What follows belongs to an exercise in optimizing a design on an open flow for small area and a short achievable clock period; a production flow would make more cautious choices.
The RTL was checked by simulation tests, not by an equivalence proof against the original design.
Power and IR drop assume default switching activity.

## design/flow/run.sh

```bash
#!/bin/bash
# synth_recipe.tcl (not shown) runs the flow's synth.tcl, then flattens the netlist and writes it again
# the make line also repeats each setting of config.mk as NAME=value (left out here)
make -C /OpenROAD-flow-scripts/flow DESIGN_CONFIG=/design/flow/config.mk WORK_HOME=/design/flow/orfs CLKGATE_MAP_FILE= SYNTH_SCRIPT=/design/flow/synth_recipe.tcl finish
```

## design/flow/config.mk

```make
export PLATFORM = sky130hd
export DESIGN_NAME = map_data_structure
export DESIGN_NICKNAME = map_data_structure
export VERILOG_FILES = /design/flow/design.v
export SDC_FILE = /design/flow/constraint.sdc
export NUM_CORES = 4
export LEC_CHECK = 0
export CAP_MARGIN = 20
export CORE_MARGIN = 2
export CORE_UTILIZATION = 60
export CTS_BUF_LIST = sky130_fd_sc_hd__clkbuf_8
export CTS_CLUSTER_DIAMETER = 60
export CTS_CLUSTER_SIZE = 16
export SETUP_SLACK_MARGIN = 4.5
export SLEW_MARGIN = 20
export SYNTH_HIERARCHICAL = 1
export SYNTH_MINIMUM_KEEP_SIZE = 0
```

## design/flow/constraint.sdc

```tcl
create_clock -name core_clock -period 10.0 [get_ports {clk}]
set_input_delay 2.0000 -clock core_clock [delete_from_list [all_inputs] [get_ports {clk}]]
set_output_delay 2.0000 -clock core_clock [all_outputs]
set_load 0.01 [all_outputs]
```

## design/flow/design.v

```verilog
module kv_nor2 (input wire a, input wire b, output wire y);
    assign y = !(a | b);
endmodule
module kv_nand2 (input wire a, input wire b, output wire y);
    assign y = !(a & b);
endmodule
module kv_nor4 (input wire a, input wire b, input wire c, input wire d, output wire y);
    assign y = !(a | b | c | d);
endmodule
module kv_nand4 (input wire a, input wire b, input wire c, input wire d, output wire y);
    assign y = !(a & b & c & d);
endmodule
module kv_slot_match (
    input wire [15:0] key_in,
    input wire [15:0] key,
    input wire free,
    output wire match
);
    assign match = !free && (key == key_in);
endmodule
module kv_sel_oct (
    input wire [7:0] match,
    input wire [7:0] bits,
    output wire out
);
    assign out = |(match & bits);
endmodule
module kv_sel_bit (
    input wire [31:0] match,
    input wire [31:0] bits,
    output wire out
);
    wire [3:0] oct;        
    wire [1:0] half_n;     
    genvar n;
    generate
        for (n = 0; n < 4; n = n + 1) begin : o
            kv_sel_oct u_oct (.match(match[8*n+7:8*n]), .bits(bits[8*n+7:8*n]), .out(oct[n]));
        end
        for (n = 0; n < 2; n = n + 1) begin : h
            kv_nor2 u_nor (.a(oct[2*n]), .b(oct[2*n+1]), .y(half_n[n]));
        end
    endgenerate
    kv_nand2 u_out (.a(half_n[0]), .b(half_n[1]), .y(out));
endmodule
module kv_miss (
    input wire [31:0] match,
    output wire miss
);
    wire [7:0] none4;
    wire [1:0] any16;
    genvar n;
    generate
        for (n = 0; n < 8; n = n + 1) begin : q
            kv_nor4 u_nor (.a(match[4*n]), .b(match[4*n+1]), .c(match[4*n+2]), .d(match[4*n+3]), .y(none4[n]));
        end
        for (n = 0; n < 2; n = n + 1) begin : h
            kv_nand4 u_nand (.a(none4[4*n]), .b(none4[4*n+1]), .c(none4[4*n+2]), .d(none4[4*n+3]), .y(any16[n]));
        end
    endgenerate
    kv_nor2 u_out (.a(any16[0]), .b(any16[1]), .y(miss));
endmodule
module map_data_structure #(
    parameter KEY_WIDTH = 16,
    parameter VALUE_WIDTH = 16,
    parameter MAP_SIZE = 32
)(
    input wire clk,
    input wire reset,
    input wire [KEY_WIDTH-1:0] key_in,
    input wire [VALUE_WIDTH-1:0] value_in,
    input wire [1:0] op,  
    input wire valid_in,
    output wire ready_out,
    output wire [VALUE_WIDTH-1:0] value_out,
    output wire valid_out,
    input wire ready_in
);
    localparam NOP = 2'b00,
               INSERT = 2'b01,
               DELETE = 2'b10,
               LOOKUP = 2'b11;
    reg [KEY_WIDTH-1:0] keys [0:MAP_SIZE-1];
    reg [VALUE_WIDTH-1:0] values [0:MAP_SIZE-1];
    reg [MAP_SIZE-1:0] free;
    wire [MAP_SIZE-1:0] match;
    genvar g, b;
    generate
        for (g = 0; g < MAP_SIZE; g = g + 1) begin : m
            kv_slot_match u_match (
                .key_in(key_in), .key(keys[g]), .free(free[g]), .match(match[g])
            );
        end
        for (b = 0; b < VALUE_WIDTH; b = b + 1) begin : s
            wire [MAP_SIZE-1:0] column;
            for (g = 0; g < MAP_SIZE; g = g + 1) begin : c
                assign column[g] = values[g][b];
            end
            kv_sel_bit u_sel (.match(match), .bits(column), .out(value_out[b]));
        end
    endgenerate
    wire miss;
    kv_miss u_miss (.match(match), .miss(miss));
    wire hit = !miss;
    reg [MAP_SIZE-1:0] first_free;
    reg seen;
    integer i;
    always @(*) begin
        seen = 1'b0;
        for (i = 0; i < MAP_SIZE; i = i + 1) begin
            first_free[i] = free[i] && !seen;
            seen = seen | free[i];
        end
    end
    wire do_insert = (op == INSERT) && valid_in && ready_out;
    wire do_delete = (op == DELETE) && valid_in;
    always @(posedge clk) begin
        if (reset)
            free <= {MAP_SIZE{1'b1}};
        else
            free <= (free | (match & {MAP_SIZE{do_insert | do_delete}}))
                  & ~(first_free & {MAP_SIZE{do_insert}});
    end
    always @(posedge clk) begin
        for (i = 0; i < MAP_SIZE; i = i + 1)
            if (free[i]) begin
                keys[i] <= key_in;
                values[i] <= value_in;
            end
    end
    assign valid_out = (op == LOOKUP) && hit;
    assign ready_out = |free;
endmodule
```

==> flow_summary_export.csv, run 1 <==
group,metric,value,unit
critical_path,cp_data_required_time,8000,ps
power,p_comb_frac,0.060,
critical_path,setup_crit_path_kind,"input pin to output port",
logic_synthesis,postSynth.asyncResetShare,0,
detailed_routing,drt_drc_violations_left,0,
logic_synthesis,synth_sequential_area_ratio,0.770,
grt,grt_antenna_before_repair,4,
critical_path,crit_fanout,28,
timing,timing.fmax,0.157,GHz
placement,routabilityCongestion,0.805,
placement,hpwlAfterDp,51.1,mm
die,pin_count,56,
clock_tree,clk_pin_slew_worst_paths,110,ps
clock_tree,cts-buffers-inserted,77,
clock_tree,cts.hold.buffers_added,0,
timing,whs,504,ps
logic_synthesis,seq_cells_post_synth,1056,
detailed_routing,wl_per_cell,30.1,um
clock_tree,clock_latency_on_the_worst_skew_pair,720,ps
critical_path,arrival_time_at_the_worst_endpoint,4370,ps
timing,finalMaxSlewViolations,0,
critical_path,worst_setup_path_start_kind,"input pin",
cells_and_area,fin_area,48100,um^2
logic_synthesis,synth.net_count,2335,
cells_and_area,area_growth_syn_to_layout,17.9,%
cells_and_area,layout.nets,2720,
timing,post_route_clock_skew,27.0,ps
power,vdd_ir_max,0.181,mV
critical_path,worstSetupEndpointType,"output port",
timing,grt_setup_unrepaired,"true",
logic_synthesis,post-synth-top-area-cell,"edfxtp_1",
timing,slack_of_the_critical_path,3630,ps
timing,timing.slew.headroom,0.231,
power,cellPowerDensity,161,nW/um^2
die,die_height,265,um
job,cap_viol_max_count,0,
timing,setup_viol,0,
timing,tightest_slew,1150,ps
power,p_leak,17.6,nW
clock_tree,clock-root-buffer,"clkbuf_8",
die,placementRows,95,
logic_synthesis,synth_enable_flop_cells,1024,
power,reg_power_frac,0.667,
clock_tree,cts_sinks,1056,
grt,grt_pass1_vias,22300,
clock_tree,cts_tree,"done",
placement,place_area,42900,um^2
power,report.power.total,7.72,mW
cells_and_area,final_core_utilization,0.714,
logic_synthesis,post_synth.cell_area_avg,17.7,um^2
timing,finalCritPeriodShare,0.637,
power,clkPwrFrac,0.273,
detailed_routing,detail_route.iter0.violations,2584,
cells_and_area,fraction_of_final_layout_cells_sized_beyond_drive_strength_1,0.206,
logic_synthesis,synth.yosys.warnings,11,
grt,grt_max_degree,51,
timing,period_needed,6370,ps
logic_synthesis,syn_area,40800,um^2
grt,grt_pass1_wl,149,mm
logic_synthesis,synth_ff_type,"edfxtp_1",
clock_tree,cts-root-to-sink-buffers,3,
power,intPower,6.02,mW
clock_tree,h-tree-depth,3,
die,fp.coreArea,67300,um^2
run_status,status,"finished clean",
logic_synthesis,gate_count_after_technology_mapping,2297,
logic_synthesis,yosys-top-cells-area,"edfxtp_1 (75%), xor2_1 (11%), a22oi_1 (4.7%), dfxtp_1 (1.6%), nand4_1 (1.5%)",
grt,globalRouteTotalUtil,0.294,
detailed_routing,routed-via-count,23200,
detailed_routing,via_density_per_instance,6.46,
timing,final.setup.tns,0,ps
die,design.die.area,70100,um^2
detailed_routing,detailedRoute.firstPassIterationCount,7,
die,die_width,265,um
placement,place_inst,3261,
timing,hold_violations,0,
logic_synthesis,synth_top_area_frac,0.754,
power,switching_share,0.220,
power,switching_power,1.70,mW
placement,port_buffers,54,
hold_path,min_path_type,"flip-flop to flip-flop",
detailed_routing,postRouteAntennaNets,0,
die,initial_core_util,0.606,
cells_and_area,final_cell_count_no_fill,3593,
grt,globalRouteOverflowTotal,0,
detailed_routing,wirelength_routed,108,mm
logic_synthesis,yosys.cell_types.count,45,
placement,pre_cts_ws,1930,ps
[layout make-up]
| cell class | count | area (um^2) |
|---|---|---|
| antenna | 3 | 7.51 |
| clock buffer | 79 | 1090 |
| clock inverter | 35 | 205 |
| fill | 4284 | 19200 |
| inverter | 3 | 11.3 |
| multi-input combinational | 1230 | 9970 |
| sequential | 1056 | 31400 |
| tap | 873 | 1090 |
| timing repair buffer | 314 | 4240 |
[per-module statistics from Yosys (local to each module, per instance), excerpt]
module | flip-flops and latches | cells | cell area (um^2)
map_data_structure | 1056 | 1214 | 32400
kv_nand2 | 0 | 1 | 3.75
kv_nor2 | 0 | 1 | 3.75
kv_sel_oct | 0 | 5 | 36.3
kv_slot_match | 0 | 22 | 180
kv_nor4 | 0 | 1 | 12.5
kv_nand4 | 0 | 1 | 6.26
[worst max-delay path: stages]
cell and delay [ps]:
buf_16 180, xor2_1 200, nor4_2 290, nand4_1 370, nor3_4 310, buf_6 140, buf_12 130, nor4_4 50
nand4_1 150, nor2_1 70, nor2_2 250, buf_2 190
[cell usage after synthesis, types with 2 or more instances]
cell / instances
a211oi_1: 9
a21oi_1: 9
a221o_1: 2
a22oi_1: 256
a31oi_1: 6
and3_1: 3
buf_6: 2
clkbuf_1: 4
dfxtp_1: 32
edfxtp_1: 1024
inv_1: 3
nand2_1: 37
nand3_1: 6
nand3b_1: 5
nand4_1: 101
nor2_1: 49
nor2b_1: 4
nor3_1: 37
nor3_2: 32
nor4_1: 101
nor4_2: 11
o2111ai_1: 2
o211ai_1: 11
o21ai_0: 9
o31ai_1: 6
o32ai_1: 2
o41ai_1: 2
or4_1: 4
xor2_1: 512
[layer usage]
metal,vias to the layer above,global-route usage,routed length [um]
met3,167,0.0351,7500
met4,2,0.0800,3000
met2,992,0.498,54100
li1,9936,-,-
met5,-,0,7
met1,12100,0.410,43400
[state kept, by name (all words and copies together), names as in the netlist]
name	cells
free	32
values	512
keys	512
[cell usage in the layout, fill, tap and decap left out, types with 28 or more instances in the layout]
cell,netlist,layout
buf_4,1,135
buf_6,2,36
nand4_1,101,101
nand2_1,37,30
nor3_4,0,31
buf_12,0,48
nor4_2,11,48
nor4_1,101,62
a22oi_1,256,243
edfxtp_1,1024,1024
clkbuf_8,0,79
nor2_1,49,32
xor2_1,512,508
inv_1,3,28
nor3_1,37,36
[power by group through the flow]
stage          combinational [mW]  sequential, mW  clock (mW)
5_1_grt                     0.491            5.17        2.29
3_5_place_dp                0.336            5.25           0
4_1_cts                     0.416            5.15        2.14
2_1_floorplan               0.163            5.23           0
6_report                    0.462            5.15        2.11
3_3_place_gp                0.322            5.24           0
[worst paths after layout]
path / startpoint / to / slack [ps] / cells after the start
worst max-delay path: key_in[2] / valid_out / 3630 / 12
worst min-delay path: free[4]$_SDFF_PP1_ / free[4]$_SDFF_PP1_ / 500 / 2
worst max register to register: free[22]$_SDFF_PP1_ / free[28]$_SDFF_PP1_ / 6880 / 6
worst min register to register: free[4]$_SDFF_PP1_ / free[4]$_SDFF_PP1_ / 500 / 2
[cells by family after synthesis]
family,count (synthesis),synth area share
simple gates,398,0.0602
buf+inv,11,0.00150
compound gates,320,0.0584
flops,1056,0.770
xor+xnor,512,0.110
[timing repair]
| action | 4_1_cts | 5_1_grt |
|---|---|---|
| buffers inserted | 134 | 48 |
| cloned | 17 | 15 |
| pin swaps | 129 | 93 |
| gates resized for setup | 265 | 63 |
| setup endpoints to repair | 18 | 18 |
==> inputs of run 2 (changes only) <==
--- a/design/flow/config.mk
+++ b/design/flow/config.mk
@@ -11,7 +11,7 @@
 export CTS_BUF_LIST = sky130_fd_sc_hd__clkbuf_8
 export CTS_CLUSTER_DIAMETER = 60
 export CTS_CLUSTER_SIZE = 16
-export SETUP_SLACK_MARGIN = 4.5
+export SETUP_SLACK_MARGIN = 3
 export SLEW_MARGIN = 20
 export SYNTH_HIERARCHICAL = 1
 export SYNTH_MINIMUM_KEEP_SIZE = 0
==> run 2 against run 1 <==
Net effect: still clean on timing, DRC and antenna; worst hold slack better by 210 ps; register-to-register slack better by 150 ps; cell count down 3.4%; clock skew down 0.85 ps; synthesized cell count unchanged; critical path depth unchanged; setup slack worse by 570 ps; clock power down 3%; routed wire length down 13%; sequential share of layout area up 4.0 points; first-iteration DRC count down 14%; critical endpoint unchanged.
==> flow_summary_export.csv, run 2 <==
group,metric,value,unit
power,p_comb_frac,0.048,
placement,hpwlAfterDp,52.3,mm
critical_path,rr_startpoint,"free[9]$_SDFF_PP1_",
timing,hold_violations,0,
clock_tree,cts_sinks,1056,
cells_and_area,layout.nets,2590,
placement,place_area,43100,um^2
detailed_routing,wl_per_cell,27.2,um
grt,grt_pass1_vias,21800,
logic_synthesis,postSynth.asyncResetShare,0,
critical_path,reg2reg_to,"free[8]$_SDFF_PP1_",
die,die_height,265,um
logic_synthesis,synth.net_count,2335,
critical_path,worst-path-stages,12,
placement,port_buffers,54,
timing,post_route_clock_skew,26.1,ps
power,reg_power_frac,0.681,
critical_path,crit_end,"valid_out",
run_status,status,"finished clean",
cells_and_area,fraction_of_final_layout_cells_sized_beyond_drive_strength_1,0.130,
detailed_routing,drt_drc_violations_left,0,
timing,whs,715,ps
critical_path,critical_path.slowest_cell,"clkdlybuf4s50_1",
grt,grt_pass1_wl,140,mm
timing,timing.fmax,0.144,GHz
power,switching_share,0.213,
logic_synthesis,synth_top_cells_by_count,"edfxtp_1 (1024), xor2_1 (512), a22oi_1 (256), nand4_1 (101), nor4_1 (101)",
detailed_routing,routed-via-count,21900,
clock_tree,clock_latency_on_the_worst_skew_pair,690,ps
logic_synthesis,syn_area,40800,um^2
critical_path,crit_path_max_incr_delay,570,ps
power,p_leak,16.2,nW
timing,timing.slew.headroom,0.267,
die,fp.coreArea,67300,um^2
logic_synthesis,post-synth-top-area-cell,"edfxtp_1",
clock_tree,cts-buffers-inserted,76,
die,design.die.area,70100,um^2
critical_path,worstSetupEndpointType,"output port",
cells_and_area,fin_area,45300,um^2
timing,tightest_slew,1100,ps
critical_path,critical_path.top_delay_family,"simple AND/OR/NAND/NOR gates",
timing,finalCritPeriodShare,0.694,
logic_synthesis,synth_enable_flop_cells,1024,
critical_path,worstRegToRegCells,7,
logic_synthesis,seq_cells_post_synth,1056,
logic_synthesis,yosys-top-cells-area,"edfxtp_1 (75%), xor2_1 (11%), a22oi_1 (4.7%), dfxtp_1 (1.6%), nand4_1 (1.5%)",
cells_and_area,area_growth_syn_to_layout,11.1,%
power,switching_power,1.61,mW
detailed_routing,detail_route.iter0.violations,2235,
logic_synthesis,gate_count_after_technology_mapping,2297,
logic_synthesis,synth_ff_type,"edfxtp_1",
grt,busiest_layer,"met2",
grt,gr-usage-met2,0.438,
critical_path,cp_data_required_time,8000,ps
clock_tree,cts-root-to-sink-buffers,3,
timing,grt_setup_unrepaired,"true",
placement,routabilityCongestion,0.779,
power,intPower,5.95,mW
critical_path,critical_path_buf_inv_count,4,
clock_tree,cts_tree,"done",
grt,grt_max_degree,55,
grt,globalRouteOverflowTotal,0,
die,die_width,265,um
timing,final.setup.tns,0,ps
grt,globalRouteTotalUtil,0.273,
job,cap_viol_max_count,0,
power,cellPowerDensity,167,nW/um^2
power,report.power.total,7.56,mW
logic_synthesis,dominant_cell_by_count_in_the_synthesized_netlist,"edfxtp_1",
critical_path,crit_fanout,23,
grt,grt_use_met1,0.397,
power,vdd_ir_max,0.143,mV
hold_path,min_path_type,"flip-flop to flip-flop",
critical_path,setup_crit_path_kind,"input pin to output port",
critical_path,worst_setup_path_start_kind,"input pin",
critical_path,regToRegSetupSlack,7030,ps
die,initial_core_util,0.606,
logic_synthesis,synth.yosys.warnings,11,
logic_synthesis,synth_sequential_area_ratio,0.770,
detailed_routing,wirelength_routed,94.4,mm
grt,grt_antenna_before_repair,4,
detailed_routing,detailedRoute.firstPassIterationCount,5,
critical_path,arrival_time_at_the_worst_endpoint,4940,ps
timing,period_needed,6940,ps
detailed_routing,postRouteAntennaNets,0,
timing,setup_viol,0,
clock_tree,h-tree-depth,3,
cells_and_area,top_regs,"keys x512, values x512, free x32",
timing,slack_of_the_critical_path,3060,ps
clock_tree,clock-root-buffer,"clkbuf_8",
critical_path,cp_cell_sequence,"buf_16 -> buf_6 -> xor2_1 -> nor4_2 -> nand4_1 -> nor3_2 -> buf_4 -> nor4_2 -> nand4_1 -> nor2_1 -> nor2_4 -> clkdlybuf4s50_1",
timing,finalMaxSlewViolations,0,
hold_path,holdCritStartpoint,"free[25]$_SDFF_PP1_",
placement,pre_cts_ws,2160,ps
die,pin_count,56,
critical_path,cp-startpoint,"key_in[15]",
logic_synthesis,yosys.cell_types.count,45,
logic_synthesis,synth_top_area_frac,0.754,
cells_and_area,mostFrequentLayoutCells,"edfxtp_1 (1024), xor2_1 (512), a22oi_1 (256)",
power,clkPwrFrac,0.271,
detailed_routing,via_density_per_instance,6.30,
die,placementRows,95,
grt,use_met3,0.0347,
cells_and_area,final_common_cell,"edfxtp_1",
logic_synthesis,post_synth.cell_area_avg,17.7,um^2
clock_tree,clk_pin_slew_worst_paths,100,ps
## run 2: kinds of logic (layout without fill, tap and decap cells)
logic type      count (synthesis)  count (layout)  share of synthesized area
flops                        1056            1056                      0.770
xor+xnor                      512             512                      0.110
simple gates                  398             398                     0.0602
compound gates                320             320                     0.0584
buf+inv                        11             308                    0.00150
other cells                     0               5                          0
## run 2: power by group through the flow
stage,Clock [mW],Combinational (mW),Sequential [mW]
finish,2.04,0.363,5.15
global route,2.26,0.398,5.17
CTS,2.11,0.367,5.15
detailed placement,0,0.339,5.25
global placement,0,0.327,5.24
floorplan,0,0.158,5.23
## run 2: worst min path at each step
stage	to	slack, ps	cells past startpoint
after detailed placement	free[10]$_SDFF_PP1_	630	3
after floorplan	free[6]$_SDFF_PP1_	790	4
after CTS	keys[25][14]$_DFFE_PP_	710	0
after global placement	free[10]$_SDFF_PP1_	620	3
after global routing	values[22][13]$_DFFE_PP_	730	0
final	keys[25][14]$_DFFE_PP_	710	0
## run 2: modules after synthesis (local to each module, per instance), a selection
module,times used,area [um^2],flops+latches
kv_nand4,2,6.26,0
map_data_structure,1,32400,1056
kv_nand2,16,3.75,0
kv_nor4,8,12.5,0
kv_sel_oct,64,36.3,0
kv_nor2,33,3.75,0
kv_slot_match,32,180,0
## run 2: area by class of cell
cell class | count | area [um^2]
Multi-Input combinational cell | 1230 | 9460
Fill cell | 4620 | 22000
Clock inverter | 43 | 211
Sequential cell | 1056 | 31400
Antenna cell | 5 | 12.5
Timing Repair Buffer | 185 | 2000
Tap cell | 873 | 1090
Clock buffer | 77 | 1060
Inverter | 3 | 11.3
## run 2: layer usage
metal,vias to the layer above,routed length [um]
li1,9661,-
met1,11300,40600
met2,780,45500
met3,144,5860
met4,4,2320
met5,-,28
## run 2: what timing repair did
action,CTS,global route
cloned,4,0
setup endpoints to repair,17,17
resized for setup,76,23
setup buffers,21,14
hold buffers,0,0
pin swaps,14,13
## run 2: per-stage QoR
stage | util | cells
2_1_floorplan | - | 2297
3_3_place_gp | 0.640 | 3308
3_5_place_dp | 0.640 | 3308
4_1_cts | 0.669 | 3453
5_1_grt | 0.673 | 3468
6_report | 0.673 | 3472
==> inputs of run 3 (changes only) <==
--- a/design/flow/config.mk
+++ b/design/flow/config.mk
@@ -7,11 +7,11 @@
 export LEC_CHECK = 0
 export CAP_MARGIN = 20
 export CORE_MARGIN = 2
-export CORE_UTILIZATION = 60
+export CORE_UTILIZATION = 72
 export CTS_BUF_LIST = sky130_fd_sc_hd__clkbuf_8
 export CTS_CLUSTER_DIAMETER = 60
 export CTS_CLUSTER_SIZE = 16
-export SETUP_SLACK_MARGIN = 3
+export SETUP_SLACK_MARGIN = 4
 export SLEW_MARGIN = 20
 export SYNTH_HIERARCHICAL = 1
 export SYNTH_MINIMUM_KEEP_SIZE = 0
==> run 3 against run 2 <==
Net effect: flip-flop and latch count unchanged; non-clock buffer count increased by 154; total power increased by 2.6%; critical endpoint unchanged; largest cell class unchanged; largest power group unchanged; highest routed layer is now met4.
==> flow_summary_export.csv, run 3 <==
group,metric,value,unit
logic_synthesis,synth_top_area_frac,0.754,
logic_synthesis,post-synth-top-area-cell,"edfxtp_1",
logic_synthesis,yosys-top-cells-area,"edfxtp_1 (75%), xor2_1 (11%), a22oi_1 (4.7%), dfxtp_1 (1.6%), nand4_1 (1.5%)",
detailed_routing,via_density_per_instance,7.01,
cells_and_area,mostFrequentLayoutCells,"edfxtp_1 (1024), xor2_1 (508), a22oi_1 (242)",
detailed_routing,detailedRoute.firstPassIterationCount,6,
cells_and_area,final_core_utilization,0.855,
die,fp.coreArea,56200,um^2
timing,hold_violations,0,
detailed_routing,routed-via-count,24600,
detailed_routing,wl_per_cell,32.6,um
timing,tightest_slew,1150,ps
critical_path,critical_path.top_delay_family,"simple AND/OR/NAND/NOR gates",
die,die_height,242,um
critical_path,worst_setup_path_start_kind,"input pin",
power,vdd_ir_max,0.151,mV
clock_tree,cts-buffers-inserted,76,
critical_path,setup_crit_path_kind,"input pin to output port",
logic_synthesis,yosys.cell_types.count,45,
cells_and_area,layout.filler_cells,2462,
grt,grt_max_degree,40,
logic_synthesis,synth.net_count,2335,
grt,grt_pass1_wl,161,mm
detailed_routing,postRouteAntennaNets,0,
critical_path,arrival_time_at_the_worst_endpoint,4300,ps
cells_and_area,layout.nets,2744,
die,design.die.area,58500,um^2
logic_synthesis,synth_ff_type,"edfxtp_1",
timing,grt_setup_unrepaired,"true",
logic_synthesis,synth.yosys.warnings,11,
clock_tree,clock_latency_on_the_worst_skew_pair,730,ps
die,pin_count,56,
timing,period_needed,6300,ps
clock_tree,cts_sinks,1056,
logic_synthesis,synth_sequential_area_ratio,0.770,
power,p_leak,17.7,nW
grt,globalRouteTotalUtil,0.385,
clock_tree,cts_tree,"done",
critical_path,critical-path-top-cell-by-count,"buf_6",
grt,gr-usage-met2,0.605,
clock_tree,cts-root-to-sink-buffers,3,
timing,finalMaxSlewViolations,0,
placement,routabilityCongestion,0.799,
grt,grt_use_met1,0.532,
logic_synthesis,dominant_cell_by_count_in_the_synthesized_netlist,"edfxtp_1",
critical_path,crit_fanout,10,
grt,grt_antenna_before_repair,0,
run_status,status,"finished clean",
die,initial_core_util,0.726,
grt,globalRouteOverflowTotal,0,
die,die_width,242,um
hold_path,min_path_type,"flip-flop to flip-flop",
die,placementRows,87,
timing,setup_viol,0,
clock_tree,cts.hold.buffers_added,0,
power,cellPowerDensity,161,nW/um^2
critical_path,regToRegSetupSlack,7020,ps
grt,use_met3,0.0682,
cells_and_area,area_growth_syn_to_layout,17.8,%
grt,grt_pass1_vias,23900,
logic_synthesis,seq_cells_post_synth,1056,
critical_path,critical_path.slowest_cell,"nor3_4",
logic_synthesis,syn_area,40800,um^2
detailed_routing,drt_drc_violations_left,0,
logic_synthesis,post_synth.cell_area_avg,17.7,um^2
logic_synthesis,gate_count_after_technology_mapping,2297,
logic_synthesis,postSynth.asyncResetShare,0,
cells_and_area,final_common_cell,"edfxtp_1",
clock_tree,clock-root-buffer,"clkbuf_8",
timing,timing.fmax,0.159,GHz
critical_path,worstSetupEndpointType,"output port",
clock_tree,h-tree-depth,3,
grt,busiest_layer,"met2",
clock_tree,clk_pin_slew_worst_paths,120,ps
detailed_routing,detail_route.iter0.violations,3690,
cells_and_area,top_regs,"keys x512, values x512, free x32",
timing,final.setup.tns,0,ps
timing,finalCritPeriodShare,0.630,
critical_path,cp_cell_sequence,"buf_16 -> buf_12 -> buf_8 -> xor2_1 -> nor4_2 -> nand4_1 -> nor3_4 -> buf_6 -> buf_6 -> buf_6 -> nor4_2 -> nand4_1 -> nor2_2 -> nor2_4 -> buf_6",
logic_synthesis,synth_enable_flop_cells,1024,
placement,port_buffers,54,
placement,hpwlAfterDp,50.3,mm
critical_path,crit_path_max_incr_delay,270,ps
logic_synthesis,synth_top_cells_by_count,"edfxtp_1 (1024), xor2_1 (512), a22oi_1 (256), nand4_1 (101), nor4_1 (101)",
timing,post_route_clock_skew,54.8,ps
cells_and_area,fraction_of_final_layout_cells_sized_beyond_drive_strength_1,0.210,
critical_path,critical_path_buf_inv_count,7,
timing,timing.slew.headroom,0.233,
detailed_routing,wirelength_routed,114,mm
critical_path,cp_data_required_time,8000,ps
job,cap_viol_max_count,0,
-- run 3: changes by cell type in the layout (fill, tap and decap cells not counted), sizes merged, moves of 4 or more --
cell | previous run | this run
clkinvlp | 6 | 2
inv | 36 | 43
clkbuf | 77 | 84
clkdlybuf4s50 | 24 | 8
bufbuf | 4 | 26
buf | 156 | 300
-- run 3: logic make-up (layout without fill, tap and decap cells) --
| group | Yosys count | in the layout | share of synthesized area |
|---|---|---|---|
| buffers and inverters | 11 | 465 | 0.00150 |
| AO/OA/AOI/OAI | 320 | 320 | 0.0584 |
| AND/OR/NAND/NOR | 398 | 398 | 0.0602 |
| flip-flops | 1056 | 1056 | 0.770 |
| XOR/XNOR | 512 | 512 | 0.110 |
| other | 0 | 4 | 0 |
-- run 3: Yosys stat by module, one instance, submodules excluded, excerpt --
module,cells inside,cell area (um^2),copies in the design
kv_nand2,1,3.75,16
kv_nor2,1,3.75,33
map_data_structure,1214,32400,1
kv_sel_oct,5,36.3,64
kv_slot_match,22,180,32
kv_nor4,1,12.5,8
kv_nand4,1,6.26,2
-- run 3: timing repair --
| item | CTS | global route |
|---|---|---|
| pin swaps | 83 | 76 |
| cloned | 33 | 6 |
| buffers inserted | 142 | 33 |
| setup endpoints to repair | 17 | 17 |
| gates resized for setup | 283 | 98 |
-- run 3: worst paths after layout --
kind,startpoint,endpoint,cells after the start
hold reg to reg,free[20]$_SDFF_PP1_,keys[20][6]$_DFFE_PP_,0
hold / removal,free[20]$_SDFF_PP1_,keys[20][6]$_DFFE_PP_,0
setup reg to reg,free[12]$_SDFF_PP1_,free[8]$_SDFF_PP1_,6
setup / recovery,key_in[8],valid_out,15
-- run 3: per-stage QoR --
| stage | area [um^2] | cells | total power, mW | hold WS, ps | worst slack, ps |
|---|---|---|---|---|---|
| 2_1_floorplan | 40800 | 2297 | 5.39 | 793 | 4410 |
| 3_3_place_gp | 42800 | 3170 | 5.56 | 591 | 2300 |
| 3_5_place_dp | 42800 | 3170 | 5.60 | 610 | 2200 |
| 4_1_cts | 47200 | 3468 | 7.68 | 638 | 3740 |
| 5_1_grt | 48000 | 3507 | 7.94 | 675 | 3620 |
| 6_report | 48000 | 3511 | 7.75 | 660 | 3700 |
-- run 3: cell type report --
| class | count | area [um^2] | area share |
|---|---|---|---|
| Multi-Input combinational cell | 1230 | 9880 | 0.206 |
| Clock inverter | 44 | 196 | 0.00409 |
| Tap cell | 756 | 946 | 0.0197 |
| Sequential cell | 1056 | 31400 | 0.654 |
| Clock buffer | 79 | 1090 | 0.0226 |
| Inverter | 3 | 11.3 | 0.000234 |
| Antenna cell | 4 | 10.0 | 0.000208 |
| Timing Repair Buffer | 339 | 4480 | 0.0933 |
-- run 3: report_power, final --
part | leakage (nW) | internal [mW] | switching [mW]
clock | 0.791 | 0.739 | 1.35
combinational | 5.84 | 0.210 | 0.296
sequential | 11.1 | 5.07 | 0.0891
-- run 3: layer usage --
| metal | part of all wire | up-vias |
|---|---|---|
| met2 | 0.47 | 1827 |
| met1 | 0.35 | 12500 |
| met4 | 0.055 | 0 |
| li1 | - | 10000 |
| met3 | 0.12 | 314 |
| met5 | 0 | - |
==> inputs of run 4 (changes only) <==
--- a/design/flow/config.mk
+++ b/design/flow/config.mk
@@ -7,7 +7,7 @@
 export LEC_CHECK = 0
 export CAP_MARGIN = 20
 export CORE_MARGIN = 2
-export CORE_UTILIZATION = 72
+export CORE_UTILIZATION = 60
 export CTS_BUF_LIST = sky130_fd_sc_hd__clkbuf_8
 export CTS_CLUSTER_DIAMETER = 60
 export CTS_CLUSTER_SIZE = 16
==> run 4 against run 3 <==
Net effect: design area shrank 0.70%; routed wire length shrank 5.9%; clock skew shrank 30 ps; register-to-register slack is essentially flat; clock power is essentially flat; utilization shrank 15 points; largest cell class unchanged; largest power group unchanged.
==> flow_summary_export.csv, run 4 <==
group,metric,value,unit
critical_path,crit_path_max_incr_delay,350,ps
cells_and_area,top_regs,"keys x512, values x512, free x32",
cells_and_area,area_growth_syn_to_layout,17.0,%
timing,timing.slew.headroom,0.257,
detailed_routing,detailedRoute.firstPassIterationCount,5,
logic_synthesis,dominant_cell_by_count_in_the_synthesized_netlist,"edfxtp_1",
critical_path,crit_fanout,17,
grt,grt_pass1_wl,146,mm
power,vdd_ir_max,0.143,mV
logic_synthesis,synth.net_count,2335,
power,p_comb_frac,0.061,
logic_synthesis,postSynth.asyncResetShare,0,
clock_tree,cts-buffers-inserted,76,
detailed_routing,routed-via-count,23000,
cells_and_area,layout.filler_cells,4337,
critical_path,worstSetupEndpointType,"output port",
job,cap_viol_max_count,0,
timing,finalCritPeriodShare,0.641,
die,fp.coreArea,67300,um^2
timing,whs,718,ps
cells_and_area,final_common_cell,"edfxtp_1",
cells_and_area,fraction_of_final_layout_cells_sized_beyond_drive_strength_1,0.203,
timing,setup_viol,0,
logic_synthesis,syn_area,40800,um^2
timing,post_route_clock_skew,24.5,ps
clock_tree,cts-root-to-sink-buffers,3,
timing,final.setup.tns,0,ps
logic_synthesis,post-synth-top-area-cell,"edfxtp_1",
clock_tree,cts_tree,"done",
clock_tree,cts.hold.buffers_added,0,
detailed_routing,postRouteAntennaNets,0,
power,reg_power_frac,0.670,
die,design.die.area,70100,um^2
placement,place_inst,3308,
detailed_routing,wl_per_cell,29.7,um
logic_synthesis,synth_top_area_frac,0.754,
critical_path,worst_setup_path_start_kind,"input pin",
timing,timing.fmax,0.156,GHz
timing,finalMaxSlewViolations,0,
die,placementRows,95,
power,cellPowerDensity,161,nW/um^2
placement,hpwlAfterDp,52.3,mm
placement,routabilityCongestion,0.779,
clock_tree,clk_pin_slew_worst_paths,100,ps
clock_tree,clock_latency_on_the_worst_skew_pair,690,ps
clock_tree,cts_sinks,1056,
detailed_routing,drt_drc_violations_left,0,
placement,pre_cts_ws,2160,ps
critical_path,arrival_time_at_the_worst_endpoint,4410,ps
grt,globalRouteOverflowTotal,0,
timing,period_needed,6410,ps
clock_tree,h-tree-depth,3,
detailed_routing,detail_route.iter0.violations,2658,
run_status,status,"finished clean",
logic_synthesis,yosys-top-cells-area,"edfxtp_1 (75%), xor2_1 (11%), a22oi_1 (4.7%), dfxtp_1 (1.6%), nand4_1 (1.5%)",
cells_and_area,mostFrequentLayoutCells,"edfxtp_1 (1024), xor2_1 (506), a22oi_1 (246)",
timing,grt_setup_unrepaired,"true",
logic_synthesis,synth_sequential_area_ratio,0.770,
grt,grt_pass1_vias,22100,
die,pin_count,56,
critical_path,critical_path.slowest_cell,"nor4_2",
timing,hold_violations,0,
clock_tree,clock-root-buffer,"clkbuf_8",
logic_synthesis,post_synth.cell_area_avg,17.7,um^2
critical_path,cp_data_required_time,8000,ps
logic_synthesis,synth_ff_type,"edfxtp_1",
timing,slack_of_the_critical_path,3590,ps
power,clkPwrFrac,0.269,
logic_synthesis,synth_enable_flop_cells,1024,
detailed_routing,wirelength_routed,108,mm
logic_synthesis,synth.yosys.warnings,11,
die,die_width,265,um
power,intPower,6.01,mW
logic_synthesis,seq_cells_post_synth,1056,
placement,port_buffers,54,
die,initial_core_util,0.606,
hold_path,min_path_type,"flip-flop to flip-flop",
power,switching_power,1.68,mW
critical_path,cp_cell_sequence,"buf_16 -> buf_8 -> buf_4 -> xor2_1 -> nor4_2 -> nand4_1 -> nor3_2 -> buf_6 -> nor4_2 -> nand4_1 -> nor2_2 -> nor2_4 -> buf_6",
logic_synthesis,yosys.cell_types.count,45,
grt,globalRouteTotalUtil,0.287,
detailed_routing,via_density_per_instance,6.37,
logic_synthesis,gate_count_after_technology_mapping,2297,
logic_synthesis,synth_top_cells_by_count,"edfxtp_1 (1024), xor2_1 (512), a22oi_1 (256), nand4_1 (101), nor4_1 (101)",
power,switching_share,0.218,
timing,tightest_slew,1110,ps
grt,grt_max_degree,55,
critical_path,setup_crit_path_kind,"input pin to output port",
cells_and_area,layout.nets,2735,
grt,grt_antenna_before_repair,4,
cells_and_area,final_cell_count_no_fill,3616,
die,die_height,265,um
power,p_leak,17.4,nW
-- run 4: logic make-up after synthesis --
family,share of synthesized area
AOI/OAI and AO/OA,0.0584
xor gates and xnor gates,0.110
buffers and inverters,0.00150
DFF,0.770
and+or+nand+nor,0.0602
-- run 4: layout make-up --
type,instances,area [um^2],share of cell area
Antenna cell,4,10.0,0.000210
Sequential cell,1056,31400,0.659
Tap cell,873,1090,0.0229
Multi-Input combinational cell,1230,9790,0.205
Inverter,3,11.3,0.000236
Clock buffer,77,1060,0.0222
Timing Repair Buffer,330,4100,0.0860
Clock inverter,43,211,0.00443
-- run 4: path summary, 6_finish.rpt --
path	from	to	slack (ps)	depth (start not counted)
setup / recovery	key_in[15]	valid_out	3590	13
setup reg to reg	free[9]$_SDFF_PP1_	free[8]$_SDFF_PP1_	7010	7
hold / removal	free[13]$_SDFF_PP1_	free[13]$_SDFF_PP1_	720	4
hold reg to reg	free[13]$_SDFF_PP1_	free[13]$_SDFF_PP1_	720	4
-- run 4: worst max-delay path, delay by kind of cell --
kind                   cells  cell delay, ps
XOR/XNOR                   1             170
AND/OR/NAND/NOR            7            1390
buffers and inverters      5             790
-- run 4: per-layer routing --
| metal | wire, um | vias to the layer above | global-route usage |
|---|---|---|---|
| met5 | 13 | - | 0 |
| met1 | 43500 | 11800 | 0.418 |
| li1 | - | 9977 | - |
| met3 | 8920 | 181 | 0.0330 |
| met4 | 2850 | 2 | 0.0829 |
| met2 | 52300 | 1052 | 0.468 |
-- run 4: timing repair --
action,in CTS,in global routing
pin swaps,70,81
endpoints found under the hold margin,0,0
buffers inserted,80,73
endpoints found under the setup margin,17,17
gates resized for setup,255,104
gates cloned,11,20
-- run 4: metrics by stage --
step / total power, mW / utilization / area [um^2]
floorplan: 5.39 / - / 40800
CTS: 7.67 / 0.687 / 46200
detailed placement: 5.59 / 0.640 / 43100
global route: 7.93 / 0.709 / 47700
finish: 7.68 / 0.709 / 47700
global placement: 5.57 / 0.640 / 43100
-- run 4: power by group through the flow --
| stage | clock, mW | combinational, mW | sequential (mW) |
|---|---|---|---|
| 2_1_floorplan | 0 | 0.158 | 5.23 |
| 3_3_place_gp | 0 | 0.327 | 5.24 |
| 3_5_place_dp | 0 | 0.339 | 5.25 |
| 4_1_cts | 2.11 | 0.413 | 5.15 |
| 5_1_grt | 2.26 | 0.495 | 5.17 |
| 6_report | 2.07 | 0.465 | 5.15 |
-- run 4: per-module statistics from Yosys (local to each module, per instance), a selection --
module / cells inside / flops+latches
kv_nand2: 1 / 0
kv_nand4: 1 / 0
kv_nor4: 1 / 0
kv_slot_match: 22 / 0
kv_nor2: 1 / 0
map_data_structure: 1214 / 1056
kv_sel_oct: 5 / 0
==> inputs of run 5 (changes only) <==
--- a/design/flow/config.mk
+++ b/design/flow/config.mk
@@ -8,9 +8,9 @@
 export CAP_MARGIN = 20
 export CORE_MARGIN = 2
 export CORE_UTILIZATION = 60
-export CTS_BUF_LIST = sky130_fd_sc_hd__clkbuf_8
-export CTS_CLUSTER_DIAMETER = 60
-export CTS_CLUSTER_SIZE = 16
+export CTS_BUF_LIST = sky130_fd_sc_hd__clkbuf_16
+export CTS_CLUSTER_DIAMETER = 100
+export CTS_CLUSTER_SIZE = 30
 export SETUP_SLACK_MARGIN = 4
 export SLEW_MARGIN = 20
 export SYNTH_HIERARCHICAL = 1
==> run 5 against run 4 <==
Net effect: area after synthesis did not move; sequential power about the same; largest cell class unchanged; global-route usage up 0.17 points; synthesized cell count unchanged; still clean on timing, DRC and antenna.
==> flow_summary_export.csv, run 5 <==
group,metric,value,unit
run_status,status,"finished clean",
cells_and_area,area_growth_syn_to_layout,16.3,%
placement,hpwlAfterDp,52.3,mm
critical_path,crit_fanout,12,
logic_synthesis,synth_sequential_area_ratio,0.770,
cells_and_area,top_regs,"keys x512, values x512, free x32",
timing,post_route_clock_skew,31.7,ps
logic_synthesis,post-synth-top-area-cell,"edfxtp_1",
critical_path,critical-path-top-cell-by-count,"buf_6",
critical_path,worstSetupEndpointType,"output port",
power,p_leak,17.2,nW
logic_synthesis,syn_area,40800,um^2
detailed_routing,drt_drc_violations_left,0,
timing,period_needed,6410,ps
detailed_routing,wirelength_routed,106,mm
logic_synthesis,synth_top_area_frac,0.754,
cells_and_area,final_core_utilization,0.705,
clock_tree,clock_latency_on_the_worst_skew_pair,630,ps
critical_path,setup_crit_path_kind,"input pin to output port",
logic_synthesis,postSynth.asyncResetShare,0,
grt,grt_antenna_before_repair,3,
cells_and_area,layout.nets,2686,
clock_tree,clk_pin_slew_worst_paths,110,ps
clock_tree,cts_sinks,1056,
logic_synthesis,synth_enable_flop_cells,1024,
die,pin_count,56,
cells_and_area,fraction_of_final_layout_cells_sized_beyond_drive_strength_1,0.190,
cells_and_area,layout.filler_cells,4354,
clock_tree,h-tree-depth,2,
placement,routabilityCongestion,0.779,
die,die_height,265,um
power,vdd_ir_max,0.170,mV
cells_and_area,final_common_cell,"edfxtp_1",
logic_synthesis,synth.yosys.warnings,11,
logic_synthesis,synth_top_cells_by_count,"edfxtp_1 (1024), xor2_1 (512), a22oi_1 (256), nand4_1 (101), nor4_1 (101)",
timing,finalMaxSlewViolations,0,
grt,grt_pass1_wl,147,mm
timing,slack_of_the_critical_path,3590,ps
timing,hold_violations,0,
placement,pre_cts_ws,2160,ps
logic_synthesis,gate_count_after_technology_mapping,2297,
clock_tree,cts-buffers-inserted,41,
clock_tree,cts-root-to-sink-buffers,3,
die,fp.coreArea,67300,um^2
cells_and_area,mostFrequentLayoutCells,"edfxtp_1 (1024), xor2_1 (506), a22oi_1 (242)",
critical_path,cp_data_required_time,8000,ps
timing,setup_viol,0,
detailed_routing,detailedRoute.firstPassIterationCount,5,
timing,timing.fmax,0.156,GHz
job,cap_viol_max_count,0,
placement,port_buffers,54,
timing,final.setup.tns,0,ps
logic_synthesis,dominant_cell_by_count_in_the_synthesized_netlist,"edfxtp_1",
detailed_routing,via_density_per_instance,6.39,
die,die_width,265,um
die,initial_core_util,0.606,
timing,grt_setup_unrepaired,"true",
critical_path,cp_cell_sequence,"buf_16 -> buf_12 -> xor2_1 -> nor4_1 -> nand4_1 -> nor3_2 -> buf_4 -> buf_6 -> buf_6 -> nor4_2 -> nand4_1 -> nor2_2 -> nor2_4 -> buf_6",
timing,tightest_slew,1110,ps
grt,globalRouteTotalUtil,0.289,
detailed_routing,postRouteAntennaNets,0,
critical_path,critical_path_buf_inv_count,6,
power,cellPowerDensity,162,nW/um^2
logic_synthesis,yosys-top-cells-area,"edfxtp_1 (75%), xor2_1 (11%), a22oi_1 (4.7%), dfxtp_1 (1.6%), nand4_1 (1.5%)",
logic_synthesis,synth.net_count,2335,
timing,timing.slew.headroom,0.258,
die,placementRows,95,
logic_synthesis,yosys.cell_types.count,45,
logic_synthesis,seq_cells_post_synth,1056,
detailed_routing,routed-via-count,22700,
clock_tree,clock-root-buffer,"clkbuf_16",
die,design.die.area,70100,um^2
critical_path,crit_path_max_incr_delay,360,ps
grt,grt_pass1_vias,21900,
critical_path,arrival_time_at_the_worst_endpoint,4410,ps
critical_path,worst_setup_path_start_kind,"input pin",
detailed_routing,wl_per_cell,29.7,um
grt,globalRouteOverflowTotal,0,
logic_synthesis,synth_ff_type,"edfxtp_1",
timing,finalCritPeriodShare,0.641,
grt,grt_max_degree,54,
clock_tree,cts_tree,"done",
critical_path,critical_path.top_delay_family,"simple AND/OR/NAND/NOR gates",
logic_synthesis,post_synth.cell_area_avg,17.7,um^2
critical_path,critical_path.slowest_cell,"nand4_1",
hold_path,min_path_type,"flip-flop to flip-flop",
detailed_routing,detail_route.iter0.violations,2758,
run 5: cell counts after synthesis:
Identical to the previous run, type by type.
run 5: power breakdown:
group          internal, mW  switching [mW]
Clock                 0.802            1.28
Sequential             5.07          0.0827
Combinational         0.195           0.267
Total                  6.06            1.63
run 5: what timing repair did:
| item | 4_1_cts | 5_1_grt |
|---|---|---|
| buffers inserted | 94 | 49 |
| gates cloned | 13 | 14 |
| pin swaps | 70 | 74 |
| endpoints found under the setup margin | 17 | 17 |
| hold buffers | 0 | 0 |
| gates resized for setup | 258 | 101 |
run 5: logic make-up (layout without fill, tap and decap cells):
kind of cell / count (synthesis) / count (layout) / synth area share
buffers and inverters: 11 / 395 / 0.00150
and+or+nand+nor: 398 / 398 / 0.0602
DFF: 1056 / 1056 / 0.770
other: 0 / 3 / 0
AOI/OAI and AO/OA: 320 / 320 / 0.0584
xor gates and xnor gates: 512 / 512 / 0.110
run 5: per-layer routing:
metal,track usage,wire (um),vias up
met5,0,14,-
met4,0.0759,2990,2
met3,0.0352,7650,155
met2,0.478,51700,930
met1,0.415,43300,11800
li1,-,-,9868
run 5: final cells by class:
cell class                 instances  area [um^2]  share of cell area
multi-input combinational       1230         9800               0.207
inverter                           3         11.3            0.000238
tap                              873         1090              0.0230
timing repair buffer             316         3830              0.0808
sequential                      1056        31400               0.663
clock buffer                      43         1080              0.0227
antenna                            3         7.51            0.000158
clock inverter                    33          156             0.00330
run 5: metrics by stage:
stage               hold slack, ps  cell area, um^2  power, mW  cells
floorplan                      793            40800       5.39   2297
global placement               622            43100       5.57   3308
detailed placement             625            43100       5.59   3308
CTS                            712            46300       7.69   3491
global route                   740            47400       7.92   3554
finish                         716            47400       7.69   3557
run 5: worst paths after layout:
check	startpoint	endpoint	slack, ps	cells past startpoint
worst max-delay path	key_in[15]	valid_out	3590	14
worst min-delay path	free[13]$_SDFF_PP1_	free[13]$_SDFF_PP1_	720	4
worst max register to register	free[9]$_SDFF_PP1_	free[8]$_SDFF_PP1_	7030	7
worst min register to register	free[13]$_SDFF_PP1_	free[13]$_SDFF_PP1_	720	4
run 5: per-module statistics from Yosys, one instance, submodules excluded, a selection:
| module | cells | flip-flops and latches | copies in the design |
|---|---|---|---|
| kv_sel_oct | 5 | 0 | 64 |
| kv_nor4 | 1 | 0 | 8 |
| kv_nor2 | 1 | 0 | 33 |
| map_data_structure | 1214 | 1056 | 1 |
| kv_slot_match | 22 | 0 | 32 |
| kv_nand4 | 1 | 0 | 2 |
| kv_nand2 | 1 | 0 | 16 |
run 5: worst register-to-register path: cells and delay by family, from the launching register on:
| family | cells | cell delay [ps] |
|---|---|---|
| DFF | 1 | 900 |
| buffers and inverters | 2 | 630 |
| and+or+nand+nor | 4 | 990 |
| AOI/OAI and AO/OA | 1 | 360 |
==> inputs of run 6 (changes only) <==
--- a/design/flow/config.mk
+++ b/design/flow/config.mk
@@ -11,6 +11,7 @@
 export CTS_BUF_LIST = sky130_fd_sc_hd__clkbuf_16
 export CTS_CLUSTER_DIAMETER = 100
 export CTS_CLUSTER_SIZE = 30
+export PLACE_DENSITY = 0.72
 export SETUP_SLACK_MARGIN = 4
 export SLEW_MARGIN = 20
 export SYNTH_HIERARCHICAL = 1
==> run 6 against run 5 <==
Net effect: still clean on timing, DRC and antenna; register-to-register slack lost 220 ps; cell count is essentially flat; combinational power increased by 6.3%; routed wire length increased by 1.8%; flip-flop and latch count did not move; count of clock-buffer cells in the layout is the same; maximum frequency fell by 0.29%; critical path type unchanged; critical endpoint unchanged.
==> flow_summary_export.csv, run 6 <==
group,metric,value,unit
run_status,status,"finished clean",
die,pin_count,56,
critical_path,cp_cell_sequence,"buf_16 -> buf_16 -> buf_6 -> xor2_1 -> nor4_1 -> nand4_1 -> nor3_4 -> buf_6 -> buf_6 -> nor4_4 -> nand4_1 -> nor2_2 -> nor2_4 -> buf_6",
detailed_routing,detailedRoute.firstPassIterationCount,6,
die,placementRows,95,
power,cellPowerDensity,161,nW/um^2
critical_path,worstSetupEndpointType,"output port",
grt,grt_antenna_before_repair,3,
clock_tree,cts.hold.buffers_added,0,
timing,timing.fmax,0.156,GHz
clock_tree,clk_pin_slew_worst_paths,110,ps
logic_synthesis,synth.net_count,2335,
hold_path,min_path_type,"flip-flop to flip-flop",
detailed_routing,postRouteAntennaNets,0,
critical_path,crit_path_max_incr_delay,320,ps
logic_synthesis,dominant_cell_by_count_in_the_synthesized_netlist,"edfxtp_1",
logic_synthesis,post-synth-top-area-cell,"edfxtp_1",
timing,final.setup.tns,0,ps
clock_tree,cts-root-to-sink-buffers,3,
timing,slack_of_the_critical_path,3570,ps
die,design.die.area,70100,um^2
cells_and_area,top_regs,"keys x512, values x512, free x32",
detailed_routing,via_density_per_instance,6.57,
die,die_width,265,um
detailed_routing,drt_drc_violations_left,0,
die,initial_core_util,0.606,
logic_synthesis,synth_sequential_area_ratio,0.770,
cells_and_area,mostFrequentLayoutCells,"edfxtp_1 (1024), xor2_1 (508), a22oi_1 (243)",
cells_and_area,area_growth_syn_to_layout,16.9,%
grt,grt_pass1_wl,153,mm
power,vdd_ir_max,0.182,mV
logic_synthesis,gate_count_after_technology_mapping,2297,
critical_path,cp_data_required_time,8000,ps
cells_and_area,layout.filler_cells,4087,
grt,globalRouteOverflowTotal,0,
clock_tree,cts_sinks,1056,
die,fp.coreArea,67300,um^2
timing,post_route_clock_skew,23.2,ps
timing,finalCritPeriodShare,0.643,
logic_synthesis,synth_enable_flop_cells,1024,
logic_synthesis,postSynth.asyncResetShare,0,
critical_path,crit_fanout,8,
job,cap_viol_max_count,0,
power,p_leak,17.4,nW
power,report.power.total,7.70,mW
clock_tree,h-tree-depth,2,
logic_synthesis,seq_cells_post_synth,1056,
critical_path,arrival_time_at_the_worst_endpoint,4430,ps
critical_path,critical_path.top_delay_family,"simple AND/OR/NAND/NOR gates",
timing,hold_violations,0,
placement,pre_cts_ws,2340,ps
timing,tightest_slew,1170,ps
logic_synthesis,syn_area,40800,um^2
grt,globalRouteTotalUtil,0.303,
clock_tree,clock_latency_on_the_worst_skew_pair,620,ps
timing,setup_viol,0,
critical_path,regToRegSetupSlack,6810,ps
detailed_routing,detail_route.iter0.violations,2683,
critical_path,critical-path-top-cell-by-count,"buf_6",
placement,port_buffers,54,
placement,hpwlAfterDp,50.2,mm
logic_synthesis,synth_top_area_frac,0.754,
logic_synthesis,synth_top_cells_by_count,"edfxtp_1 (1024), xor2_1 (512), a22oi_1 (256), nand4_1 (101), nor4_1 (101)",
timing,timing.slew.headroom,0.221,
clock_tree,cts-buffers-inserted,41,
cells_and_area,final_common_cell,"edfxtp_1",
logic_synthesis,synth.yosys.warnings,11,
detailed_routing,routed-via-count,23400,
detailed_routing,wirelength_routed,108,mm
clock_tree,clock-root-buffer,"clkbuf_16",
logic_synthesis,yosys-top-cells-area,"edfxtp_1 (75%), xor2_1 (11%), a22oi_1 (4.7%), dfxtp_1 (1.6%), nand4_1 (1.5%)",
critical_path,setup_crit_path_kind,"input pin to output port",
critical_path,worst_setup_path_start_kind,"input pin",
critical_path,critical_path_buf_inv_count,6,
critical_path,critical_path.slowest_cell,"nor4_1",
cells_and_area,layout.nets,2689,
timing,finalMaxSlewViolations,0,
timing,grt_setup_unrepaired,"true",
timing,period_needed,6430,ps
die,die_height,265,um
logic_synthesis,yosys.cell_types.count,45,
grt,grt_max_degree,47,
detailed_routing,wl_per_cell,30.2,um
clock_tree,cts_tree,"done",
placement,routabilityCongestion,0.789,
logic_synthesis,post_synth.cell_area_avg,17.7,um^2
cells_and_area,fraction_of_final_layout_cells_sized_beyond_drive_strength_1,0.191,
logic_synthesis,synth_ff_type,"edfxtp_1",
grt,grt_pass1_vias,22900,
[run 6: changes by cell type in the layout (fill, tap and decap cells not counted), sizes merged]
cell | previous run | this run
diode | 3 | 1
bufbuf | 13 | 24
clkbuf | 55 | 47
[run 6: report_power, final]
part           internal (mW)  leakage [nW]  switching [mW]
sequential              5.07          11.1          0.0834
combinational          0.209          5.64           0.282
clock                  0.800         0.704            1.26
[run 6: layout make-up]
class,count,area (um^2),area share
flip-flops and latches,1056,31400,0.659
inverters,3,11.3,0.000236
multi-input cells,1230,9830,0.206
diodes,1,2.50,0.0000525
clock buffers,43,1080,0.0226
clock inverters,33,148,0.00310
well taps,873,1090,0.0229
repair buffers,319,4090,0.0858
[run 6: path summary, 6_finish.rpt]
| path | start | endpoint | cells after the start |
|---|---|---|---|
| worst max-delay path | key_in[15] | valid_out | 14 |
| worst min-delay path | free[21]$_SDFF_PP1_ | free[21]$_SDFF_PP1_ | 2 |
| worst max register to register | free[12]$_SDFF_PP1_ | free[19]$_SDFF_PP1_ | 7 |
| worst min register to register | free[21]$_SDFF_PP1_ | free[21]$_SDFF_PP1_ | 2 |
[run 6: repair_timing]
action	in CTS	in global routing
setup buffers	122	31
gates cloned	29	6
pin swaps	102	39
gates resized for setup	285	76
endpoints found under the setup margin	17	17
[run 6: logic make-up (layout without fill, tap and decap cells)]
| kind of cell | count (synthesis) | count (layout) | share of synthesized area |
|---|---|---|---|
| flops | 1056 | 1056 | 0.770 |
| xor+xnor | 512 | 512 | 0.110 |
| simple gates | 398 | 398 | 0.0602 |
| compound gates | 320 | 320 | 0.0584 |
| buf+inv | 11 | 398 | 0.00150 |
| other cells | 0 | 1 | 0 |
[run 6: stage by stage]
stage	instance area, um^2	hold WS (ps)	utilization	std cells
floorplan	40800	793	-	2297
finish	47700	582	0.709	3558
global route	47700	618	0.709	3557
CTS	47100	587	0.699	3520
detailed placement	42900	560	0.638	3293
global placement	42900	534	0.638	3293
[run 6: tightest hold or removal path: cells and delay by family (launching register included)]
| family | cells | cell delay, ps |
|---|---|---|
| AO/OA/AOI/OAI | 2 | 150 |
| flip-flops | 1 | 410 |
[run 6: per-layer routing]
layer	part of all wire	track usage	up-vias	wire (um)
li1	-	-	9877	-
met1	0.38	0.417	12000	40800
met4	0.038	0.108	2	4050
met5	0.00012	0	-	13
met3	0.093	0.0505	185	10100
met2	0.49	0.497	1300	52700
[run 6: Yosys stat by module, one instance, submodules excluded, excerpt]
| module | area [um^2] | copies in the design | flops+latches |
|---|---|---|---|
| kv_slot_match | 180 | 32 | 0 |
| kv_nand4 | 6.26 | 2 | 0 |
| kv_nor4 | 12.5 | 8 | 0 |
| kv_nand2 | 3.75 | 16 | 0 |
| kv_sel_oct | 36.3 | 64 | 0 |
| kv_nor2 | 3.75 | 33 | 0 |
| map_data_structure | 32400 | 1 | 1056 |
==> inputs of run 7 (changes only) <==
--- a/design/flow/config.mk
+++ b/design/flow/config.mk
@@ -7,12 +7,11 @@
 export LEC_CHECK = 0
 export CAP_MARGIN = 20
 export CORE_MARGIN = 2
-export CORE_UTILIZATION = 60
+export CORE_UTILIZATION = 68
 export CTS_BUF_LIST = sky130_fd_sc_hd__clkbuf_16
 export CTS_CLUSTER_DIAMETER = 100
 export CTS_CLUSTER_SIZE = 30
-export PLACE_DENSITY = 0.72
-export SETUP_SLACK_MARGIN = 4
+export SETUP_SLACK_MARGIN = 4.25
 export SLEW_MARGIN = 20
 export SYNTH_HIERARCHICAL = 1
 export SYNTH_MINIMUM_KEEP_SIZE = 0
==> run 7 against run 6 <==
Net effect: setup slack improved by 80 ps; highest routed layer unchanged; combinational power increased by 5.3%; largest cell class unchanged; total power increased by 0.62%; clock power about the same; cell count decreased by 1.3%; routed wire length increased by 4.8%; utilization increased by 11 points; sequential share of layout area decreased by 1.3 points; clock skew increased by 2.5 ps; still clean on timing, DRC and antenna; register-to-register slack improved by 170 ps.
==> flow_summary_export.csv, run 7 <==
group,metric,value,unit
run_status,status,"finished clean",
cells_and_area,final_common_cell,"edfxtp_1",
detailed_routing,drt_drc_violations_left,0,
timing,whs,641,ps
clock_tree,clock-root-buffer,"clkbuf_16",
logic_synthesis,synth_sequential_area_ratio,0.770,
die,die_width,249,um
clock_tree,cts-root-to-sink-buffers,3,
die,placementRows,89,
timing,post_route_clock_skew,25.7,ps
critical_path,critical_path.top_delay_family,"simple AND/OR/NAND/NOR gates",
die,die_height,249,um
critical_path,crit_fanout,18,
hold_path,min_path_type,"flip-flop to flip-flop",
timing,period_needed,6350,ps
logic_synthesis,synth_top_cells_by_count,"edfxtp_1 (1024), xor2_1 (512), a22oi_1 (256), nand4_1 (101), nor4_1 (101)",
clock_tree,clk_pin_slew_worst_paths,100,ps
logic_synthesis,synth_top_area_frac,0.754,
grt,grt_pass1_vias,23100,
grt,grt_antenna_before_repair,5,
critical_path,setup_crit_path_kind,"input pin to output port",
cells_and_area,mostFrequentLayoutCells,"edfxtp_1 (1024), xor2_1 (497), a22oi_1 (245)",
placement,routabilityCongestion,0.794,
timing,tightest_slew,1150,ps
cells_and_area,top_regs,"keys x512, values x512, free x32",
cells_and_area,area_growth_syn_to_layout,19.3,%
detailed_routing,via_density_per_instance,6.85,
placement,pre_cts_ws,2110,ps
logic_synthesis,synth.yosys.warnings,11,
clock_tree,cts_tree,"done",
timing,finalMaxSlewViolations,0,
timing,timing.fmax,0.158,GHz
job,cap_viol_max_count,0,
clock_tree,cts_sinks,1056,
critical_path,critical_path_buf_inv_count,4,
critical_path,critical-path-top-cell-by-count,"nand4_1",
critical_path,critical_path.slowest_cell,"nor4_1",
die,design.die.area,61900,um^2
detailed_routing,wl_per_cell,32.1,um
die,fp.coreArea,59100,um^2
die,initial_core_util,0.690,
logic_synthesis,synth_enable_flop_cells,1024,
critical_path,worst_setup_path_start_kind,"input pin",
detailed_routing,wirelength_routed,113,mm
grt,grt_max_degree,60,
timing,timing.slew.headroom,0.232,
logic_synthesis,post_synth.cell_area_avg,17.7,um^2
detailed_routing,detailedRoute.firstPassIterationCount,6,
cells_and_area,fraction_of_final_layout_cells_sized_beyond_drive_strength_1,0.213,
placement,port_buffers,54,
power,vdd_ir_max,0.231,mV
cells_and_area,layout.filler_cells,2847,
critical_path,cp_cell_sequence,"bufbuf_16 -> buf_4 -> xor2_1 -> nor4_1 -> nand4_1 -> nor3_2 -> buf_6 -> nor4_2 -> nand4_1 -> nor2_1 -> nor2_2 -> buf_2",
critical_path,worstSetupEndpointType,"output port",
logic_synthesis,yosys.cell_types.count,45,
detailed_routing,routed-via-count,24100,
critical_path,cp_data_required_time,8000,ps
placement,hpwlAfterDp,50.3,mm
die,pin_count,56,
detailed_routing,postRouteAntennaNets,0,
critical_path,regToRegSetupSlack,6980,ps
timing,hold_violations,0,
detailed_routing,detail_route.iter0.violations,3410,
logic_synthesis,yosys-top-cells-area,"edfxtp_1 (75%), xor2_1 (11%), a22oi_1 (4.7%), dfxtp_1 (1.6%), nand4_1 (1.5%)",
clock_tree,cts-buffers-inserted,41,
clock_tree,clock_latency_on_the_worst_skew_pair,640,ps
logic_synthesis,seq_cells_post_synth,1056,
power,cellPowerDensity,159,nW/um^2
timing,setup_viol,0,
power,p_leak,17.9,nW
power,report.power.total,7.74,mW
clock_tree,h-tree-depth,2,
logic_synthesis,post-synth-top-area-cell,"edfxtp_1",
logic_synthesis,postSynth.asyncResetShare,0,
critical_path,arrival_time_at_the_worst_endpoint,4350,ps
timing,final.setup.tns,0,ps
grt,globalRouteTotalUtil,0.361,
clock_tree,cts.hold.buffers_added,0,
logic_synthesis,dominant_cell_by_count_in_the_synthesized_netlist,"edfxtp_1",
logic_synthesis,gate_count_after_technology_mapping,2297,
critical_path,crit_path_max_incr_delay,380,ps
cells_and_area,layout.nets,2742,
timing,slack_of_the_critical_path,3650,ps
logic_synthesis,syn_area,40800,um^2
grt,globalRouteOverflowTotal,0,
grt,grt_pass1_wl,159,mm
logic_synthesis,synth_ff_type,"edfxtp_1",
timing,grt_setup_unrepaired,"true",
logic_synthesis,synth.net_count,2335,
timing,finalCritPeriodShare,0.635,
[run 7: changes by cell type in the layout (fill, tap and decap cells not counted), moves of 6 or more]
cell	change
bufbuf_16	+6
buf_12	+11
buf_8	+10
xor2_1	-11
buf_16	+11
buf_4	+14
xor2_2	+10
nor4_1	-6
nor4_2	+6
[run 7: modules after synthesis (local to each module, per instance), a selection]
module	times used	cell area (um^2)	flip-flops and latches
kv_nand2	16	3.75	0
kv_slot_match	32	180	0
map_data_structure	1	32400	1056
kv_sel_oct	64	36.3	0
kv_nand4	2	6.26	0
kv_nor2	33	3.75	0
kv_nor4	8	12.5	0
[run 7: cell type report]
class / count / area [um^2] / area share
sequential: 1056 / 31400 / 0.646
multi-input combinational: 1230 / 9950 / 0.205
clock inverter: 33 / 156 / 0.00322
inverter: 3 / 11.3 / 0.000232
clock buffer: 43 / 1080 / 0.0221
tap: 773 / 967 / 0.0199
antenna: 1 / 2.50 / 0.0000515
timing repair buffer: 372 / 5040 / 0.104
[run 7: where the power goes]
part	switching (mW)	internal (mW)	total, mW
Clock	1.27	0.801	2.07
Sequential	0.0853	5.07	5.15
Combinational	0.292	0.225	0.517
Total	1.65	6.09	7.74
[run 7: worst paths after layout]
kind	start	depth (start not counted)	endpoint
worst max-delay path	key_in[0]	12	valid_out
worst min-delay path	free[2]$_SDFF_PP1_	1	free[2]$_SDFF_PP1_
worst max register to register	free[22]$_SDFF_PP1_	6	free[18]$_SDFF_PP1_
worst min register to register	free[2]$_SDFF_PP1_	1	free[2]$_SDFF_PP1_
[run 7: routing by layer]
layer,vias up,GRT usage,part of all wire
met5,-,0,0.00038
met4,8,0.177,0.054
met3,280,0.0685,0.11
met2,1649,0.581,0.48
met1,12100,0.482,0.35
li1,9984,-,-
[run 7: timing repair]
| item | 4_1_cts | 5_1_grt |
|---|---|---|
| setup endpoints to repair | 17 | 17 |
| gates cloned | 49 | 4 |
| resized for setup | 355 | 52 |
| setup buffers | 160 | 25 |
| pin swaps | 93 | 61 |
[run 7: stage by stage]
stage	std cells	util	cell area (um^2)
final	3511	0.822	48600
after global routing	3510	0.822	48600
after CTS	3481	0.814	48200
after detailed placement	3196	0.725	42900
after global placement	3196	0.725	42800
after floorplan	2297	-	40800
[run 7: cell families after synthesis]
logic type	Yosys count	share of synthesized area
XOR/XNOR	512	0.110
flip-flops	1056	0.770
AND/OR/NAND/NOR	398	0.0602
AO/OA/AOI/OAI	320	0.0584
buffers and inverters	11	0.00150
[run 7: worst reg2reg max path: cells and delay by family, from the launching register on]
family                 cells  cell delay, ps
flip-flops                 1             680
AO/OA/AOI/OAI              3             740
buffers and inverters      1             330
AND/OR/NAND/NOR            2            1130

[afterwards: timing with drivers on the ports]
No port has a modelled driver above. Below, the same layouts with a new extraction and two added sets of constraints.
Step 1 sets driving cells, clkbuf_16 on the clock port and buf_2 on the other inputs (assumed; they add their load-dependent delay and slew).
Step 2 also shifts input and output timing later by t, the mid clock arrival at the registers, as if the neighbouring blocks saw the same clock.
a / b / c = ideal / step 1 / step 2; a / b = the first two.
run	t, ns	slack for setup (ns)	worst setup path at the end	pins driven straight from the clock port
run 1	0.774	3.633 / 3.426 / 3.426	input to output	1
run 2	0.744	3.061 / 2.856 / 2.856	input to output	1
run 3	0.763	3.696 / 3.507 / 3.507	input to output	1
run 4	0.746	3.590 / 3.387 / 3.387	input to output	1
run 5	0.674	3.593 / 3.406 / 3.406	input to output	1
run 6	0.674	3.575 / 3.402 / 3.402	input to output	1
run 7	0.682	3.654 / 3.515 / 3.515	input to output	1
After both steps setup and hold are still met in every run listed. The setup slack of run 1, which loses most, moves by -0.207 ns with the drivers and by -0.207 ns with both steps.
